What follows belongs to an exercise in optimizing a design on an open flow for small area, a short achievable clock period and few clock cycles; a production flow would make more cautious choices.
In this exercise RTL edits were held to simulation tests only and were not proved equivalent to the original.
Power and IR drop assume default switching activity.

## flow/design.v

```verilog
module Controller(input zero, EqualFlag, input [5:0]opc, func, output reg FlushFlag, MemtoReg, toReg, MemRead, MemWrite,
				  output PCsrc, output reg RegWrite, Jal, RegDst, toPC_1, toPC_2, ALUsrc, output reg [2:0]ALUop);
	parameter [5:0] R_Type = 6'b000000, j = 6'b000001, jr = 6'b000011, jal = 6'b000111, addi = 6'b001111,
					beq = 6'b011111, slti = 6'b111111, sw = 6'b111110, lw = 6'b111100, nop = 6'b100000;
	parameter [5:0] Add = 6'b100000, Sub = 6'b010000, And = 6'b001000, Or = 6'b000100, Slt = 6'b000010;
	always @(opc, func, EqualFlag) begin
		MemtoReg = 1'b0; toReg = 1'b0; MemRead = 1'b0; MemWrite = 1'b0; RegWrite = 1'b0;
		Jal = 1'b0; RegDst = 1'b0; toPC_1 = 1'b1; toPC_2 = 1'b0; ALUsrc = 1'b0; ALUop = 3'b0; FlushFlag = 1'b0;
		case(opc)
			R_Type: begin
				RegWrite = 1'b1; toReg = 1'b1; RegDst = 1'b1; toPC_1 = 1'b1;
				case(func)
					Add: begin ALUop = 3'b010; end
					Sub: begin ALUop = 3'b110; end
					And: begin ALUop = 3'b000; end
					Or: begin ALUop = 3'b001; end
					Slt: begin ALUop = 3'b111; end
				endcase
			end
			j: begin toPC_2 = 1'b1; FlushFlag = 1'b1; end
			jr: begin toPC_2 = 1'b0; FlushFlag = 1'b1; end
			jal: begin RegWrite = 1'b1; Jal = 1'b1; toPC_2 = 1'b1; FlushFlag = 1'b1; end
			beq: begin ALUop = 3'b110; toPC_1 = 1'b1; FlushFlag = EqualFlag; end
			sw: begin MemWrite = 1'b1; ALUop = 3'b010; ALUsrc = 1'b1; toPC_1 = 1'b1; end
			lw: begin MemtoReg = 1'b1; MemRead = 1'b1; ALUop = 3'b010; ALUsrc = 1'b1; RegWrite = 1'b1; toReg = 1'b1; toPC_1 = 1'b1; end
			addi: begin ALUop = 3'b010; ALUsrc = 1'b1; RegWrite = 1'b1; toReg = 1'b1; toPC_1 = 1'b1; end
			slti: begin ALUop = 3'b111; ALUsrc = 1'b1; RegWrite = 1'b1; toReg = 1'b1; toPC_1 = 1'b1; end
			nop: begin MemtoReg = 1'b0; toReg = 1'b0; MemRead = 1'b0; MemWrite = 1'b0; RegWrite = 1'b0;
					   Jal = 1'b0; RegDst = 1'b0; toPC_1 = 1'b1; toPC_2 = 1'b0; ALUsrc = 1'b0; ALUop = 3'b0; FlushFlag = 1'b0; end
		endcase
	end
	assign PCsrc = EqualFlag ? ((opc == beq) ? 1'b1 : 1'b0) : 1'b0;
endmodule
module HazardUnit(input IDEX_MemRead, input [4:0]IDEX_Rt, IFID_Rs, IFID_Rt, output reg PCwrite, IFIDwrite, HazardSel);
	always @(IDEX_MemRead, IDEX_Rt, IFID_Rs, IFID_Rt) begin
		HazardSel = 1'b0; PCwrite = 1'b1; IFIDwrite = 1'b1;
		case(IDEX_Rt)
			IFID_Rs: begin
						if ((IDEX_MemRead == 1'b1) && (IDEX_Rt != 5'd0)) begin HazardSel = 1'b1; PCwrite = 1'b0; IFIDwrite = 1'b0; end
					 end
			IFID_Rt: begin
						if ((IDEX_MemRead == 1'b1) && (IDEX_Rt != 5'd0)) begin HazardSel = 1'b1; PCwrite = 1'b0; IFIDwrite = 1'b0; end
					 end
			default: begin HazardSel = 1'b0; PCwrite = 1'b1; IFIDwrite = 1'b1; end
		endcase
	end
endmodule
module ForwardUnit(input EXMEM_RegWrite, MEMWB_RegWrite, input [4:0]IDEX_Rt, IDEX_Rs, EXMEM_Rd, MEMWB_Rd, output reg [1:0]ForwardA, ForwardB);
	always @(EXMEM_RegWrite, MEMWB_RegWrite, IDEX_Rt, IDEX_Rs, EXMEM_Rd, MEMWB_Rd) begin
		ForwardA = ((EXMEM_RegWrite) && (EXMEM_Rd == IDEX_Rs) && (EXMEM_Rd != 5'd0)) ? 2'b01 :
							((MEMWB_RegWrite) && (MEMWB_Rd == IDEX_Rs) && (MEMWB_Rd != 5'd0)) ? 2'b10 : 2'b0;
		ForwardB = ((EXMEM_RegWrite) && (EXMEM_Rd == IDEX_Rt) && (EXMEM_Rd != 5'd0)) ? 2'b01 :
							((MEMWB_RegWrite) && (MEMWB_Rd == IDEX_Rt) && (MEMWB_Rd != 5'd0)) ? 2'b10 : 2'b0;
	end
endmodule
module DataPath (input clk, rst, HazardSel, IF_Flush, IFID_Write, PCwrite, MemtoReg, toReg, MemRead, MemWrite, PCsrc, RegWrite, Jal, RegDst, toPC_1, toPC_2, ALUsrc,
				 input [1:0]ForwardA, ForwardB, input [2:0]ALUop, output [2:0] HalaOP, output zero, equal, MemReadIDEX, RegWriteEXMEM, RegWriteMEMWB, output [31:0] imem_addr, input [31:0] imem_data, output [31:0] dmem_addr, dmem_wdata, output dmem_we, dmem_re, input [31:0] dmem_rdata, output [4:0]RsIFID, RtIFID, RsIDEX, RtIDEX, RdEXMEM, RdMEMWB, output [5:0]opc, func,
				 output [31:0] CompA, CompB, A,B,ALUout, PCinit, PC4IFID, Inst_IF, IF_Inst, PCOUTTTT, IFID_PC4, MuxPCsrcOut, Muxto_pc1out);
	wire [31:0] Inst;
	wire [31:0] PC2_PCin;
	wire [31:0] PCout;
	wire [31:0] toReg_WriteData;
	wire [31:0] RegOut1_IDEX, IDEX_RegOut1;
	wire [31:0] RegOut2_IDEX, IDEX_RegOut2;
	wire [31:0] MEMout_MEMWB, MEMWB_MEMout;
	wire [31:0] ALUresult, EXMEM_ALUresult_MEMWB, MEMWB_ALUresult;
	wire [31:0] SignEX_IDEX, IDEX_SignEX;
	wire [31:0] SHL26_PC2;
	wire [31:0] SHL32_Adder;
	wire [31:0] AdderOut1;
	wire [31:0] AdderOut2;
	wire [31:0] Mux1_4;
	wire [31:0] Mux2_8;
	wire [31:0] Mux8_7;
	wire [31:0] Mux3_ALU;
	wire [31:0] PC4_IFID, IFID_PC4_IDEX, IDEX_PC4_EXMEM, EXMEM_PC4_MEMWB, MEMWB_PC4;
	wire [31:0] Inst_IFID, IFID_Inst, InstOut, HazardInstOut;
	wire [31:0] ForwardB_Out, ForwardA_Out, EXMEM_ForwardB;
	wire [4:0] Mux6_5, Jal_EXMEM, IDEX_Rt, IDEX_Rs, IDEX_Rd, EXMEM_R_MEMWB, MEMWB_R;
	wire [2:0] IDEX_ALUop;
	wire alu_zero, CompOut;
	wire IDEX_MemtoReg_EXMEM, IDEX_toReg_EXMEM, IDEX_MemRead_EXMEM, IDEX_MemWrite_EXMEM, IDEX_RegWrite_EXMEM, IDEX_Jal, IDEX_RegDst, IDEX_ALUsrc;
	wire EXMEM_Zero_MEMWB, EXMEM_MemtoReg_MEMWB, EXMEM_toReg_MEMWB, EXMEM_MemRead, EXMEM_MemWrite, EXMEM_RegWrite_MEMWB;
	wire MEMWB_MemtoReg, MEMWB_toReg, MEMWB_RegWrite;
	assign PC4IFID = PC4_IFID;
	assign IFID_PC4 = IFID_PC4_IDEX;
	assign Inst_IF = Inst_IFID;
	assign PCinit = PC2_PCin;
	assign PCOUTTTT = PCout;
	assign opc = HazardInstOut[31:26];
	assign func = HazardInstOut[5:0];
	assign RsIFID = IFID_Inst[25:21];
	assign RtIFID = IFID_Inst[20:16];
	assign RsIDEX = IDEX_Rs;
	assign RtIDEX = IDEX_Rt;
	assign zero = alu_zero;
	assign equal = CompOut;
	assign MemReadIDEX = IDEX_MemRead_EXMEM;
	assign RegWriteEXMEM = EXMEM_RegWrite_MEMWB;
	assign RegWriteMEMWB = MEMWB_RegWrite;
	assign RdEXMEM = EXMEM_R_MEMWB;
	assign RdMEMWB = MEMWB_R;
	assign IF_Inst = IFID_Inst;
	assign MuxPCsrcOut = Mux2_8;
	assign Muxto_pc1out = Mux8_7;
	assign A = ForwardA_Out;
	assign B = Mux3_ALU;
	assign ALUout = ALUresult;
	assign HalaOP = IDEX_ALUop;
	assign CompA = RegOut1_IDEX;
	assign CompB = RegOut2_IDEX;
	HazardMux My_HazardMux(.HazardSel(HazardSel), .inst(IFID_Inst), .instOut(HazardInstOut));
	IF_ID_Reg My_IF_ID(.clk(clk), .rst(rst), .IF_Flush(IF_Flush), .IF_ID_Write(IFID_Write), .InstIn(Inst_IFID), .PC4In(PC4_IFID), .InstOut(IFID_Inst), .PC4Out(IFID_PC4_IDEX));
	ID_EX_Reg My_ID_EX(.clk(clk), .rst(rst), .MemtoRegIn(MemtoReg), .toRegIn(toReg), .MemReadIn(MemRead), .MemWriteIn(MemWrite), .RegWriteIn(RegWrite), .JalIn(Jal), .RegDstIn(RegDst), .ALUsrcIn(ALUsrc),
					   .ALUopIn(ALUop), .RtIn(HazardInstOut[20:16]), .RsIn(HazardInstOut[25:21]), .RdIn(HazardInstOut[15:11]), .ExtendedIn(SignEX_IDEX), .Data1In(RegOut1_IDEX), .Data2In(RegOut2_IDEX),
					   .PC4In(IFID_PC4_IDEX), .MemtoRegOut(IDEX_MemtoReg_EXMEM), .toRegOut(IDEX_toReg_EXMEM), .MemReadOut(IDEX_MemRead_EXMEM), .MemWriteOut(IDEX_MemWrite_EXMEM),
					   .RegWriteOut(IDEX_RegWrite_EXMEM), .JalOut(IDEX_Jal), .RegDstOut(IDEX_RegDst), .ALUsrcOut(IDEX_ALUsrc), .ALUopOut(IDEX_ALUop), .RtOut(IDEX_Rt),
					   .RsOut(IDEX_Rs), .RdOut(IDEX_Rd), .PC4Out(IDEX_PC4_EXMEM), .ExtendedOut(IDEX_SignEX), .Data1Out(IDEX_RegOut1), .Data2Out(IDEX_RegOut2));
	EX_MEM_Reg My_EX_MEM(.clk(clk), .rst(rst), .MemtoRegIn(IDEX_MemtoReg_EXMEM), .toRegIn(IDEX_toReg_EXMEM), .MemReadIn(IDEX_MemRead_EXMEM), .MemWriteIn(IDEX_MemWrite_EXMEM), .RegWriteIn(IDEX_RegWrite_EXMEM),
						 .ZeroIn(alu_zero), .RIn(Jal_EXMEM), .ALUresultIn(ALUresult), .BIn(ForwardB_Out), .PC4In(IDEX_PC4_EXMEM), .ZeroOut(EXMEM_Zero_MEMWB), .MemtoRegOut(EXMEM_MemtoReg_MEMWB),
						 .toRegOut(EXMEM_toReg_MEMWB), .MemReadOut(EXMEM_MemRead), .MemWriteOut(EXMEM_MemWrite), .RegWriteOut(EXMEM_RegWrite_MEMWB), .ROut(EXMEM_R_MEMWB), .PC4Out(EXMEM_PC4_MEMWB),
						 .ALUresultOut(EXMEM_ALUresult_MEMWB), .BOut(EXMEM_ForwardB));
	MEM_WB_Reg My_MEM_WB(.clk(clk), .rst(rst), .MemtoRegIn(EXMEM_MemtoReg_MEMWB), .toRegIn(EXMEM_toReg_MEMWB), .RegWriteIn(EXMEM_RegWrite_MEMWB), .ZeroIn(EXMEM_Zero_MEMWB), .RIn(EXMEM_R_MEMWB),
						 .ALUresultIn(EXMEM_ALUresult_MEMWB), .PC4In(EXMEM_PC4_MEMWB), .DataMemIn(MEMout_MEMWB), .MemtoRegOut(MEMWB_MemtoReg), .toRegOut(MEMWB_toReg), .RegWriteOut(MEMWB_RegWrite), .ROut(MEMWB_R),
						 .PC4Out(MEMWB_PC4), .ALUresultOut(MEMWB_ALUresult), .DataMemOut(MEMWB_MEMout));
	PC My_PC(.clk(clk), .PCwrite(PCwrite), .rst(rst), .PCin(PC2_PCin), .PCout(PCout));
	assign imem_addr = PCout;
	assign Inst_IFID = imem_data;
	RegFile My_RegFile(.clk(clk), .RegWrite(MEMWB_RegWrite), .ReadReg1(HazardInstOut[25:21]), .ReadReg2(HazardInstOut[20:16]), .WriteReg(MEMWB_R), .WriteData(toReg_WriteData), .ReadData1(RegOut1_IDEX), .ReadData2(RegOut2_IDEX));
	assign dmem_addr = EXMEM_ALUresult_MEMWB;
	assign dmem_wdata = EXMEM_ForwardB;
	assign dmem_we = EXMEM_MemWrite;
	assign dmem_re = EXMEM_MemRead;
	assign MEMout_MEMWB = EXMEM_MemRead ? dmem_rdata : 32'b0;
	ALU My_ALU(.op(IDEX_ALUop), .a(ForwardA_Out), .b(Mux3_ALU), .out(ALUresult), .zero(alu_zero));
	SignExtend My_SignExtend(.a(HazardInstOut[15:0]), .out(SignEX_IDEX));
	ShiftLeft32bit My_ShiftLeft32bit(.a(SignEX_IDEX), .out(SHL32_Adder));
	ShiftLeft26bit My_ShiftLeft26bit(.a(HazardInstOut[25:0]), .out(SHL26_PC2));
	Adder My_Adder1(.a(32'd1), .b(PCout), .out(PC4_IFID));
	Adder My_Adder2(.a(IFID_PC4_IDEX), .b(SignEX_IDEX), .out(AdderOut2));
	Comparator My_Comparator(.a(RegOut1_IDEX), .b(RegOut2_IDEX), .Equal(CompOut));
	Mux3 #(32) My_ForwardA(.s(ForwardA), .a(IDEX_RegOut1), .b(EXMEM_ALUresult_MEMWB), .c(Mux1_4), .out(ForwardA_Out));
	Mux3 #(32) My_ForwardB(.s(ForwardB), .a(IDEX_RegOut2), .b(EXMEM_ALUresult_MEMWB), .c(Mux1_4), .out(ForwardB_Out));
	Mux2 #(32) My_Mux1(.s(MEMWB_MemtoReg), .a(MEMWB_ALUresult), .b(MEMWB_MEMout), .out(Mux1_4));
	Mux2 #(32) My_Mux2(.s(PCsrc), .a(PC4_IFID), .b(AdderOut2), .out(Mux2_8));
	Mux2 #(32) My_Mux3(.s(IDEX_ALUsrc), .a(ForwardB_Out), .b(IDEX_SignEX), .out(Mux3_ALU));
	Mux2 #(32) My_Mux4(.s(MEMWB_toReg), .a(MEMWB_PC4), .b(Mux1_4), .out(toReg_WriteData));
	Mux2 #(5) My_Mux5(.s(IDEX_Jal), .a(Mux6_5), .b(5'd31), .out(Jal_EXMEM));
	Mux2 #(5) My_Mux6(.s(IDEX_RegDst), .a(IDEX_Rt), .b(IDEX_Rd), .out(Mux6_5));
	Mux2 #(32) My_Mux7(.s(toPC_2), .a(Mux8_7), .b({PCout[31:26], IFID_Inst[25:0]}), .out(PC2_PCin));
	Mux2 #(32) My_Mux8(.s(toPC_1), .a(RegOut1_IDEX), .b(Mux2_8), .out(Mux8_7));
endmodule
module Mux2 #(parameter N) (input s, input [N-1:0]a, b, output [N-1:0]out);
	assign out = s ? b : a;
endmodule
module Mux3 #(parameter N) (input [1:0]s, input [N-1:0]a, b, c, output [N-1:0]out);
	assign out = (s == 2'b10) ? c : ((s == 2'b01) ? b : a);
endmodule
module Adder (input [31:0]a, b, output [31:0]out);
	wire Cout;
	assign {Cout, out} = a + b;
endmodule
module PC (input clk, rst, PCwrite, input [31:0]PCin, output [31:0]PCout);
	reg [31:0] PCreg;
	always @(posedge clk, posedge rst) begin
		if (rst)
			PCreg <= 32'b0;
		else if (PCwrite)
			PCreg <= PCin;
	end
	assign PCout = PCreg;
endmodule
module ALU (input [2:0]op, input [31:0]a, b, output reg [31:0]out, output zero);
	always @(op, a, b) begin
		case (op)
			3'b000 : out = a & b;
			3'b001 : out = a | b;
			3'b010 : out = a + b;
			3'b110 : out = a - b;
			3'b111 : out = (b>a) ? 32'd1 : 32'd0;
			default : out = 32'b0;
		endcase
	end
	assign zero = (out == 32'b0) ? 1'b1 : 1'b0;
endmodule
module SignExtend (input [15:0]a, output [31:0]out);
	assign out = (a[15]) ? {16'b1, a} : {16'b0, a};
endmodule
module ShiftLeft32bit (input [31:0]a, output [31:0]out);
	assign out = a << 2;
endmodule
module ShiftLeft26bit (input [25:0]a, output [27:0]out);
	assign out = a << 2;
endmodule
module RegFile (input clk, RegWrite, input [4:0]ReadReg1, ReadReg2, WriteReg, input [31:0]WriteData, output [31:0]ReadData1, ReadData2);
	reg [31:0] R [0:31];
	always @(negedge clk) begin
		if ((RegWrite) & (WriteReg != 1'b0))
			R[WriteReg] <= WriteData;
	end
	assign ReadData1 = (ReadReg1 == 5'd0) ? 32'b0 : R[ReadReg1];
	assign ReadData2 = (ReadReg2 == 5'd0) ? 32'b0 : R[ReadReg2];
endmodule
module IF_ID_Reg (input clk, rst, IF_Flush, IF_ID_Write, input [31:0]InstIn, PC4In, output reg [31:0]InstOut, PC4Out);
	always @(posedge clk, posedge rst) begin
		if (rst) begin
			InstOut <= {1'b1, 31'b0};
			PC4Out <= 32'b0;
		end
		else if (IF_Flush == 1'b1) begin
			InstOut <= {1'b1, 31'b0};
			PC4Out <= PC4In;
		end
		else begin
			if (IF_ID_Write == 1'b1) begin
				InstOut <= InstIn;
				PC4Out <= PC4In;
			end
		end
	end
endmodule
module ID_EX_Reg (input clk, rst, MemtoRegIn, toRegIn, MemReadIn, MemWriteIn, RegWriteIn, JalIn, RegDstIn, ALUsrcIn, input [2:0]ALUopIn,
				  input [4:0]RtIn, RsIn, RdIn, input [31:0]ExtendedIn, Data1In, Data2In, PC4In, output reg MemtoRegOut, toRegOut, MemReadOut, MemWriteOut,
				  RegWriteOut, JalOut, RegDstOut, ALUsrcOut, output reg [2:0]ALUopOut, output reg [4:0]RtOut, RsOut, RdOut, output reg [31:0]PC4Out, ExtendedOut, Data1Out, Data2Out);
	always @(posedge clk, posedge rst) begin
		if (rst) begin
			MemReadOut <= 1'b0;
			MemWriteOut <= 1'b0;
			RegWriteOut <= 1'b0;
		end
		else begin
			MemReadOut <= MemReadIn;
			MemWriteOut <= MemWriteIn;
			RegWriteOut <= RegWriteIn;
		end
	end
	always @(posedge clk) begin
		MemtoRegOut <= MemtoRegIn;
		toRegOut <= toRegIn;
		JalOut <= JalIn;
		RegDstOut <= RegDstIn;
		ALUsrcOut <= ALUsrcIn;
		ALUopOut <= ALUopIn;
		RtOut <= RtIn;
		RsOut <= RsIn;
		RdOut <= RdIn;
		ExtendedOut <= ExtendedIn;
		Data1Out <= Data1In;
		Data2Out <= Data2In;
		PC4Out <= PC4In;
	end
endmodule
module EX_MEM_Reg (input clk, rst, MemtoRegIn, toRegIn, MemReadIn, MemWriteIn, RegWriteIn, ZeroIn, input [4:0]RIn, 
				   input [31:0] ALUresultIn, BIn, PC4In, output reg ZeroOut, MemtoRegOut, toRegOut, MemReadOut,
				   MemWriteOut, RegWriteOut, output reg [4:0]ROut, output reg [31:0]PC4Out, ALUresultOut, BOut);
	always @(posedge clk, posedge rst) begin
		if (rst) begin
			MemReadOut <= 1'b0;
			MemWriteOut <= 1'b0;
			RegWriteOut <= 1'b0;
		end
		else begin
			MemReadOut <= MemReadIn;
			MemWriteOut <= MemWriteIn;
			RegWriteOut <= RegWriteIn;
		end
	end
	always @(posedge clk) begin
		MemtoRegOut <= MemtoRegIn;
		toRegOut <= toRegIn;
		ROut <= RIn;
		BOut <= BIn;
		ALUresultOut <= ALUresultIn;
		ZeroOut <= ZeroIn;
		PC4Out <= PC4In;
	end
endmodule
module MEM_WB_Reg (input clk, rst, MemtoRegIn, toRegIn, RegWriteIn, ZeroIn, input [4:0]RIn, 
				   input [31:0] ALUresultIn, PC4In, DataMemIn, output reg MemtoRegOut, toRegOut,
				   RegWriteOut, output reg [4:0]ROut, output reg [31:0]PC4Out, ALUresultOut, DataMemOut);
	always @(posedge clk, posedge rst) begin
		if (rst)
			RegWriteOut <= 1'b0;
		else
			RegWriteOut <= RegWriteIn;
	end
	always @(posedge clk) begin
		DataMemOut <= DataMemIn;
		MemtoRegOut <= MemtoRegIn;
		toRegOut <= toRegIn;
		ROut <= RIn;
		ALUresultOut <= ALUresultIn;
		PC4Out <= PC4In;
	end
endmodule
module Comparator(input [31:0]a, b, output reg Equal);
	always @(a,b) begin
		Equal = 1'b0;
		case(a)
			b: begin Equal = 1'b1; end
			default: Equal = 1'b0;
		endcase
	end
endmodule
module HazardMux (input HazardSel, input [31:0]inst, output reg [31:0]instOut);
	always @(HazardSel, inst) begin
		instOut = (HazardSel) ? {1'b1, 31'b0} : inst;
	end
endmodule
module MipsProcessor(input clk, rst, output [31:0] imem_addr, input [31:0] imem_data, output [31:0] dmem_addr, dmem_wdata, output dmem_we, dmem_re, input [31:0] dmem_rdata);
	wire myMemtoReg, mytoReg, myMemRead, myMemWrite, myPCsrc, myRegWrite, myJal, myRegDst, mytoPC_1, mytoPC_2, myALUsrc, myzero;
	wire Hazard, Equal, Flush, IFID_write, PC_write;
	wire IDEXmemread, EXMEMregwrite, MEMWBregwrite;
	wire [1:0] myForwardA, myForwardB;
	wire [2:0] myALUop, HalaOP;
	wire [5:0] myopc, myfunc;
	wire [4:0] IFIDrs, IFIDrt, IDEXrs, IDEXrt, EXMEMrd, MEMWBrd;
	wire [31:0] CompA,CompB, PCinit, PC4IFID,IF_Inst,Inst_IF, PPCCCC, IFID_PC4, MuxPCsrcOut, Muxto_pc1out, ALUout, A,B;
	DataPath My_DataPath(.CompB(CompB), .CompA(CompA), .HalaOP(HalaOP), .A(A), .B(B), .ALUout(ALUout), .Muxto_pc1out(Muxto_pc1out), .MuxPCsrcOut(MuxPCsrcOut), .IFID_PC4(IFID_PC4), .IF_Inst(IF_Inst), .Inst_IF(Inst_IF), .PC4IFID(PC4IFID), .PCinit(PCinit),.clk(clk), .rst(rst), .PCOUTTTT(PPCCCC), .HazardSel(Hazard), .IF_Flush(Flush), .IFID_Write(IFID_write), .PCwrite(PC_write), .MemtoReg(myMemtoReg),
						 .toReg(mytoReg), .MemRead(myMemRead), .MemWrite(myMemWrite), .PCsrc(myPCsrc), .RegWrite(myRegWrite), .Jal(myJal), .RegDst(myRegDst),
						 .toPC_1(mytoPC_1), .toPC_2(mytoPC_2), .ALUsrc(myALUsrc), .ForwardA(myForwardA), .ForwardB(myForwardB), .ALUop(myALUop),
						 .zero(myzero), .equal(Equal), .MemReadIDEX(IDEXmemread), .RegWriteEXMEM(EXMEMregwrite), .RegWriteMEMWB(MEMWBregwrite), .imem_addr(imem_addr), .imem_data(imem_data), .dmem_addr(dmem_addr), .dmem_wdata(dmem_wdata), .dmem_we(dmem_we), .dmem_re(dmem_re), .dmem_rdata(dmem_rdata),
						 .RsIFID(IFIDrs), .RtIFID(IFIDrt), .RsIDEX(IDEXrs), .RtIDEX(IDEXrt), .RdEXMEM(EXMEMrd), .RdMEMWB(MEMWBrd), .opc(myopc), .func(myfunc));
	Controller My_Controller(.zero(myzero), .EqualFlag(Equal), .opc(myopc), .func(myfunc), .FlushFlag(Flush), .MemtoReg(myMemtoReg),
							 .toReg(mytoReg), .MemRead(myMemRead), .MemWrite(myMemWrite), .PCsrc(myPCsrc), .RegWrite(myRegWrite),
							 .Jal(myJal), .RegDst(myRegDst), .toPC_1(mytoPC_1), .toPC_2(mytoPC_2), .ALUsrc(myALUsrc), .ALUop(myALUop));
	HazardUnit My_HazardUnit(.IDEX_MemRead(IDEXmemread), .IDEX_Rt(IDEXrt), .IFID_Rs(IFIDrs), .IFID_Rt(IFIDrt), .PCwrite(PC_write), .IFIDwrite(IFID_write), .HazardSel(Hazard));
	ForwardUnit My_ForwardUnit(.EXMEM_RegWrite(EXMEMregwrite), .MEMWB_RegWrite(MEMWBregwrite), .IDEX_Rt(IDEXrt), .IDEX_Rs(IDEXrs),
							   .EXMEM_Rd(EXMEMrd), .MEMWB_Rd(MEMWBrd), .ForwardA(myForwardA), .ForwardB(myForwardB));
endmodule
```

## flow/run.sh

```bash
#!/bin/bash
# synth_recipe.tcl (not shown) runs the flow's synth.tcl, then flattens the netlist and writes it again
# the make line also repeats each setting of config.mk as NAME=value (left out here)
make -C /OpenROAD-flow-scripts/flow DESIGN_CONFIG=/design/flow/config.mk WORK_HOME=/design/flow/orfs CLKGATE_MAP_FILE= SYNTH_SCRIPT=/design/flow/synth_recipe.tcl finish
```

## flow/config.mk

```make
export PLATFORM = sky130hd
export DESIGN_NAME = MipsProcessor
export DESIGN_NICKNAME = MipsProcessor
export VERILOG_FILES = /design/flow/design.v
export SDC_FILE = /design/flow/constraint.sdc
export NUM_CORES = 8
export LEC_CHECK = 0
export CAP_MARGIN = 20
export CORE_MARGIN = 2
export CORE_UTILIZATION = 45
export PLACE_DENSITY = 0.6
export SLEW_MARGIN = 20
```

## flow/constraint.sdc

```tcl
create_clock -name core_clock -period 12.0 [get_ports {clk}]
set_input_delay 2.4000 -clock core_clock [delete_from_list [all_inputs] [get_ports {clk}]]
set_output_delay 2.4000 -clock core_clock [all_outputs]
set_load 0.01 [all_outputs]
```

==> flow_metrics.env <==
export IMPL_count_of_hold_buffers_inserted_by_post_cts_repair=0
export IMPL_yosys_area_top_type="sky130_fd_sc_hd__edfxtp_1"
export IMPL_clock_sinks=1445
export IMPL_category_of_the_worst_setup_path_capture_point="register"
export IMPL_post_route_standard_cell_area_excluding_fillers_sq_um=84100
export IMPL_drcViolationCount=0
export IMPL_grt_antenna_before_repair=34
export IMPL_start_util_pct=45.3
export IMPL_critical_path_class="register to register"
export IMPL_die_w_microns=398
export IMPL_ant_nets_after_route=0
export IMPL_grt_max_degree=100
export IMPL_skew_ns=0.0648
export IMPL_route_final_wire_length_mm=307
export IMPL_critical_path_peak_fanout=13
export IMPL_cp_common_cell="sky130_fd_sc_hd__o22ai_1"
export IMPL_post_place_ws_ns=1.33
export IMPL_place_hpwl_mm=191
export IMPL_cpMaxStageDelayCell="sky130_fd_sc_hd__and4_1"
export IMPL_first_global_vias=57200
export IMPL_yosys_cell_types_count=102
export IMPL_power_leakage_uw=0.0337
export IMPL_cp_data_arrival_time_ns=11.61
export IMPL_synth_cell_area_sq_um=69700
export IMPL_power_density_nw_per_um2=192
export IMPL_setup_buffers_after_cts=0
export IMPL_synth_warning_count=13
export IMPL_synth_seq_cells=1445
export IMPL_std_cell_rows=144
export IMPL_fp_coreArea_sq_um=154000
export IMPL_grt_overflow=0
export IMPL_timing_critical_path_from_type="register"
export IMPL_critPathRequiredTime_ns=12.73
export IMPL_worst_slack_ns=1.12
export IMPL_slew_headroom_pct=13.5
export IMPL_hp_class="register to register"
export IMPL_async_flop_share_pct=7.13
export IMPL_postSynthCellCount=5647
export IMPL_num_nets_final=7008
export IMPL_outcome="timing/DRC/antenna clean"
export IMPL_post_synth_top_area_fraction_pct=43.3
export IMPL_global_route_wire_length_before_repair_mm=420
export IMPL_i_o_pins=164
export IMPL_ir_worst_vdd_mv=0.151
export IMPL_synth_enable_flop_cells=1006
export IMPL_cts_root_to_sink_buffers=3
export IMPL_synth_sequential_area_ratio_pct=56.7
export IMPL_gpl_final_weighted_congestion=1.01
export IMPL_ys_top_cells_by_area="sky130_fd_sc_hd__edfxtp_1 (43%), sky130_fd_sc_hd__dfxtp_1 (9.7%), sky130_fd_sc_hd__mux2i_1 (5.4%)"
export IMPL_ctsHtreeMaxLevel=4
export IMPL_holdWs_ns=0.312
export IMPL_clock_tree_from_tritoncts="yes"
export IMPL_detailedRoute_firstIterationViolations=10500
export IMPL_drt_pass1_iterations=9
export IMPL_synth_avg_cell_area_sq_um=12.3
export IMPL_clk_root_buffer_cell="sky130_fd_sc_hd__clkbuf_16"
export IMPL_post_drt_via_cell_ratio=6.59
export IMPL_largest_register="My_DataPath.My_RegFile.R"
export IMPL_rsz0062_at_grt="no"
export IMPL_slew_limit_fails=0
export IMPL_setup_tns_ns=0
export IMPL_hold_viol=0
export IMPL_via_count=59400
export IMPL_cp_cell_sequence="mux2_2 > o21ai_0 > o22ai_1 > a311oi_1 > o22ai_1 > xnor2_1 > nand4_1 > nor3_1 > and4_1 > buf_4 > nor3_2 > a311oi_2"
export IMPL_worst_skew_pair_late_latency_ns=0.85
export IMPL_critical_path_max_stage_delay_ns=0.94
export IMPL_cts_made_buffers=163
export IMPL_clk_pin_slew_ns=0.07
export IMPL_utilization_after_layout_pct=54.7
export IMPL_setup_violating_endpoint_count_in_the_final_report=0
export IMPL_global_route_usage_total_pct=38.0
export IMPL_dpl_cell_area_sq_um=74500
export IMPL_die_y_microns=398
export IMPL_portBuffers=163
export IMPL_route_detailed_wl_per_inst_microns=34.1
export IMPL_drive_gt1_share_pct=14.1
export IMPL_fp_dieArea_sq_um=158000
export IMPL_post_cts_resize_count=0
export IMPL_layout_stage_area_growth_over_the_synthesis_result_pct=20.7
export IMPL_cap_violations=0
export IMPL_largest_register_ffs=1006
export IMPL_yosys_most_used_dff="sky130_fd_sc_hd__edfxtp_1"
export IMPL_worst_pin_slew_ns=1.29
==> cells in the mapped netlist (all sizes together), types with 25 or more instances <==
cell type / n
nor2b: 61
buf: 209
mux2: 167
a22oi: 81
mux2i: 376
nor3: 84
dfxtp: 336
o221ai: 58
ha: 128
o211ai: 66
nand3: 80
a311oi: 25
nand2: 358
edfxtp: 1006
xor2: 50
clkbuf: 195
and2: 58
o22ai: 103
a221oi: 55
nor2: 367
a21oi: 331
or2: 25
mux4: 154
o21ai: 263
a31oi: 43
xnor2: 90
inv: 155
a21o: 36
a221o: 27
a211oi: 125
dfrtp: 102
nand2b: 42
==> metrics by stage <==
stage                     cells  power (uW)
final                      9010       16100
after global routing       8985       16700
after CTS                  8984       16000
after detailed placement   7684        9780
after global placement     7682        9750
after floorplan            5660        8410
==> final cells by class <==
| class | instances | area [sq um] |
|---|---|---|
| antenna | 25 | 62.6 |
| clock buffer | 197 | 4500 |
| clock inverter | 1104 | 5050 |
| fill | 13400 | 69800 |
| inverter | 159 | 599 |
| multi-input combinational | 3651 | 28400 |
| sequential | 1445 | 39500 |
| tap | 2044 | 2560 |
| timing repair buffer | 385 | 3410 |
==> path summary, 6_finish.rpt <==
kind                                                   from                                to  cells past startpoint  slack, ns
setup / recovery           My_DataPath.My_RegFile.R[17][11]        My_DataPath.My_PC.PCreg[6]                     12       1.12
hold / removal               My_DataPath.My_ID_EX.PC4Out[6]   My_DataPath.My_EX_MEM.PC4Out[6]                      0       0.31
setup reg to reg           My_DataPath.My_RegFile.R[17][11]        My_DataPath.My_PC.PCreg[6]                     12       1.12
hold reg to reg              My_DataPath.My_ID_EX.PC4Out[6]   My_DataPath.My_EX_MEM.PC4Out[6]                      0       0.31
max in group asynchronous                               rst  My_DataPath.My_IF_ID.InstOut[23]                      3       8.75
min in group asynchronous                               rst       My_DataPath.My_PC.PCreg[14]                      2       2.10
==> critical path: cells and delay by family (launching register included) <==
family | cells | cell delay, ns
compound gates | 5 | 1.85
buf+inv | 1 | 0.28
flops | 1 | 0.37
mux | 1 | 0.27
xor+xnor | 1 | 0.44
simple gates | 4 | 1.55
==> report_power, final <==
part | switching [uW] | internal [uW]
Clock | 3090 | 3650
Sequential | 334 | 6040
Combinational | 2020 | 987
Total | 5440 | 10700
==> cells in the final DEF (no fill, tap or decap), types with 90 or more instances in the layout <==
cell type and count:
sky130_fd_sc_hd__mux2i_1 376, sky130_fd_sc_hd__mux4_2 154, sky130_fd_sc_hd__edfxtp_1 1006, sky130_fd_sc_hd__o21ai_0 237, sky130_fd_sc_hd__nand2_1 357, sky130_fd_sc_hd__inv_1 1165
sky130_fd_sc_hd__a211oi_1 122, sky130_fd_sc_hd__ha_1 128, sky130_fd_sc_hd__o22ai_1 100, sky130_fd_sc_hd__clkbuf_16 172, sky130_fd_sc_hd__buf_4 213, sky130_fd_sc_hd__a21oi_1 290
sky130_fd_sc_hd__clkdlybuf4s50_1 163, sky130_fd_sc_hd__nor2_1 332, sky130_fd_sc_hd__dfxtp_1 333, sky130_fd_sc_hd__dfrtp_1 96, sky130_fd_sc_hd__mux2_2 167, sky130_fd_sc_hd__xnor2_1 90
==> cell families after synthesis <==
family | count (synthesis) | share of synthesized area [%]
AOI/OAI and AO/OA | 1482 | 14.6
xor gates and xnor gates | 140 | 1.76
adders and majority gates | 131 | 2.38
buffers and inverters | 564 | 3.58
DFF | 1445 | 56.7
muxes | 697 | 13.1
other | 1 | 0.00538
and+or+nand+nor | 1187 | 7.87
==> routing by layer <==
metal	global-route usage (%)	share of wire, %
met5	0.0605	0.068
met4	27.6	7.9
met3	13.8	14
met2	53.4	42
met1	48.0	36
Testbench counts, summed over its fixed seeds: cycles 53,520.
